What follows belongs to an exercise in optimizing a design on an open flow for small area; a production flow would make more cautious choices.
The RTL was checked by simulation tests, not by an equivalence proof against the original design.
No activity file was given, so power comes from the tool's default toggle rates.

Setup of v50:
==> flow/design.v (excerpt) <==
module calc_func_top(
    input clk,
    input rst,
    input [15:0] sw,
    input btnC,
    input btnU,
    input btnD,
    input btnR,
    input btnL,
    output [3:0] an,
    output [6:0] seg,
    output dp,
    output [15:0] led
    );
    wire [7:0] a = sw[15:8];
    wire [7:0] b = sw[7:0];
    reg [3:0] dcnt;
    always @(posedge clk)
        if (rst) dcnt <= 4'd0;
        else     dcnt <= dcnt + 4'd1;
    wire sen  = (dcnt == 4'd7);      
    wire post = (dcnt == 4'd8);      
    localparam [4:0] S20 = 5'b11011, S21 = 5'b10110;
    reg [4:0] cc, cu, cd, cr, cl;
    always @(posedge clk)
        if (rst | sen) begin
            cc <= (btnC & ~rst) ? step(cc) : 5'd0;
            cu <= (btnU & ~rst) ? step(cu) : 5'd0;
            cd <= (btnD & ~rst) ? step(cd) : 5'd0;
            cr <= (btnR & ~rst) ? step(cr) : 5'd0;
            cl <= (btnL & ~rst) ? step(cl) : 5'd0;
        end
    function [4:0] step(input [4:0] c);
        step = (c == S21) ? S21 : {c[3:0], ~(c[4] ^ c[2])};
    endfunction
    wire lvl_c = (cc == S20) | (cc == S21);
    wire lvl_u = (cu == S20) | (cu == S21);
    wire lvl_d = (cd == S20) | (cd == S21);
    wire lvl_r = (cr == S20) | (cr == S21);
    wire lvl_l = (cl == S20) | (cl == S21);
    wire add_p  = post & (cu == S20);
    wire mult_p = post & (cr == S20);
    wire sub_p  = post & (cd == S20);
    wire div_p  = post & (cl == S20);
    wire sel_add  = lvl_c & lvl_u;
    wire sel_mult = lvl_c & lvl_r & ~lvl_u;
    wire sel_sub  = lvl_c & lvl_d & ~lvl_u & ~lvl_r;
    wire sel_div  = lvl_c & lvl_l & ~lvl_u & ~lvl_r & ~lvl_d;
    reg [2:0] state;
    always @(posedge clk)
        if (rst) state <= 3'd0;
        else     state <= {sel_div, sel_mult | sel_sub, sel_add | sel_sub};
    reg [1:0] addr;
    always @(posedge clk)
        if (rst)         addr <= 2'd0;
        else if (add_p)  addr <= 2'd0;
        else if (mult_p) addr <= 2'd1;
        else if (sub_p)  addr <= 2'd2;
        else if (div_p)  addr <= 2'd3;
  ...
Size: ~770 cells after synthesis, ~120 flip-flops, roughly 51 I/O pins, ~0.0086 sq mm of cells after synthesis.
Settings: LEC_CHECK=0, CAP_MARGIN=20, CORE_MARGIN=2, CORE_UTILIZATION=40, CTS_BUF_LIST=sky130_fd_sc_hd__clkbuf_8, CTS_CLUSTER_SIZE=30, SLEW_MARGIN=20; clock period 35.0 ns.
run.sh (not shown) runs the stock make flow with config.mk's settings and CLKGATE_MAP_FILE= SYNTH_SCRIPT=/design/flow/synth_recipe.tcl, a recipe that flattens the netlist after the stock synthesis.
v50 was carried through to the last stage, and its layout satisfied the timing, DRC and antenna checks.
The following lists how v53 was set up differently from v50:
Settings: changing CTS_BUF_LIST from sky130_fd_sc_hd__clkbuf_8 to sky130_fd_sc_hd__clkbuf_4; removing CTS_CLUSTER_SIZE (formerly 30).
## What came out
- Worst setup slack sits higher in v53 than in v50.
- Going from v50 to v53, the minimum clock period was found to have gone down by 0.076 ns.
- Looking at v50 and v53, the number of global-route vias before repair is a wash.
- Reported for v50 and v53, part of the Yosys area used for sequential elements turned out identical to the last digit.
- [v53] maximum resistive drop on vdd fell about 18% relative to v50
- The higher combinational share of power came out of v53.
- v53 against v50: total power lower, standard-cell row count held steady.
- Comparing v50 with v53, the number of fill cells came out essentially unchanged.
- Going from v50 to v53, end-of-flow core utilization shrinks by 0.46 points.
- Proportion of final cell area spent on non-clock buffers essentially unchanged between v50 and v53.
Relative to v53, the following input files were edited for v16:
==> flow/flow/run.sh (new file) <==
#!/bin/bash
set -euo pipefail
bash standard.sh "BUFFER_PORTS_ARGS=-buffer_cell sky130_fd_sc_hd__buf_1" REMOVE_ABC_BUFFERS=1 \
  "CTS_ARGS=-sink_clustering_enable -repair_clock_nets -dont_use_dummy_load -buf_list sky130_fd_sc_hd__clkbuf_4" \
  finish > standard_flow.log 2>&1
==> flow/standard.sh (new file) <==
#!/bin/bash
# synth_recipe.tcl (not shown) runs the flow's synth.tcl, then flattens the netlist and writes it again
# the make line also repeats each setting of config.mk as NAME=value (left out here)
make -C /OpenROAD-flow-scripts/flow DESIGN_CONFIG=/design/flow/config.mk WORK_HOME=/design/flow/orfs CLKGATE_MAP_FILE= SYNTH_SCRIPT=/design/flow/synth_recipe.tcl "${@:-finish}"
removed: flow/run.sh
Findings:
- Reported for v16 and v53, xor-xnor portion of the synthesized cell area turned out identical to the last digit.
- Row total power: v16 lower / v53 higher
- Comparing v16 and v53, the lower length of the first detailed-routing pass in iterations was measured on v53.
- Of the two values seen for destination of the critical timing path, mem3[0] was produced by v16 and mem0[0] by v53.
- In the tables for v16 and v53, maximum vdd ir drop reads higher with v53.
- Compared with v53, v16 shows a higher number of ordinary and repair buffers in the finished layout.
- Between v53 and v16, the wire length figures differ only marginally.
- Across both runs, fraction of met3 tracks used by global routing was higher for v16 than for v53.
diff inputs: v16 => v14
==> flow/flow/run.sh <==
#!/bin/bash
set -euo pipefail
bash standard.sh "BUFFER_PORTS_ARGS=-buffer_cell sky130_fd_sc_hd__buf_1" REMOVE_ABC_BUFFERS=1 \
  "CTS_ARGS=-sink_clustering_enable -repair_clock_nets -dont_use_dummy_load -sink_clustering_size 30 -sink_clustering_max_diameter 150 -buf_list sky130_fd_sc_hd__clkbuf_8 -root_buf sky130_fd_sc_hd__clkbuf_4" \
  finish > standard_flow.log 2>&1
### Flow results
Higher final-layout fill cell count goes to v16 over v14. v16 -> v14: die area delta 0, exact match. Fraction of the mapped netlist area in simple logic gates across v14 and v16: no real change. For global-route wire length before repair, v16 and v14 come out practically identical. Comparing v14 and v16, the lower clock-pin slew on the worst setup and hold paths is on v14.

==> what the ideal ports hide <==
The flow's constraints put no driver on any port. The routed layouts listed below were extracted and timed again, unchanged, in two steps. Step 1 (the two cells are an assumption about what drives the block):
set clk [get_ports {clk}]
set_driving_cell -lib_cell sky130_fd_sc_hd__clkbuf_16 $clk
set_driving_cell -lib_cell sky130_fd_sc_hd__buf_2 [delete_from_list [all_inputs] $clk]
Step 2 moves the port delays by t, midway between the first and last clock arrival at a register: inputs arrive t later, outputs are due t later. That takes back most of the time a late clock gives input paths. a / b / c = ideal / step 1 / step 2; a / b = the first two.
run | shift t [ns] | setup slack, ns | hold WS [ns] | worst data-port slew with drivers (ns) | cell pins on the clock port's net
v50 | 0.452 | 13.961 / 13.973 / 13.521 | 0.420 / 0.420 / 0.420 | 0.04 | 1
v53 | 0.534 | 14.037 / 14.049 / 13.515 | 0.424 / 0.424 / 0.424 | 0.04 | 1
v16 | 0.518 | 14.858 / 14.869 / 14.351 | 0.428 / 0.428 / 0.428 | 0.03 | 1
v14 | 0.579 | 14.893 / 14.904 / 14.325 | 0.426 / 0.426 / 0.426 | 0.03 | 1
After both steps every run listed still meets setup and hold. For v14, which loses most, drivers alone change the setup slack by +0.011 ns; drivers and shift together by -0.568 ns.
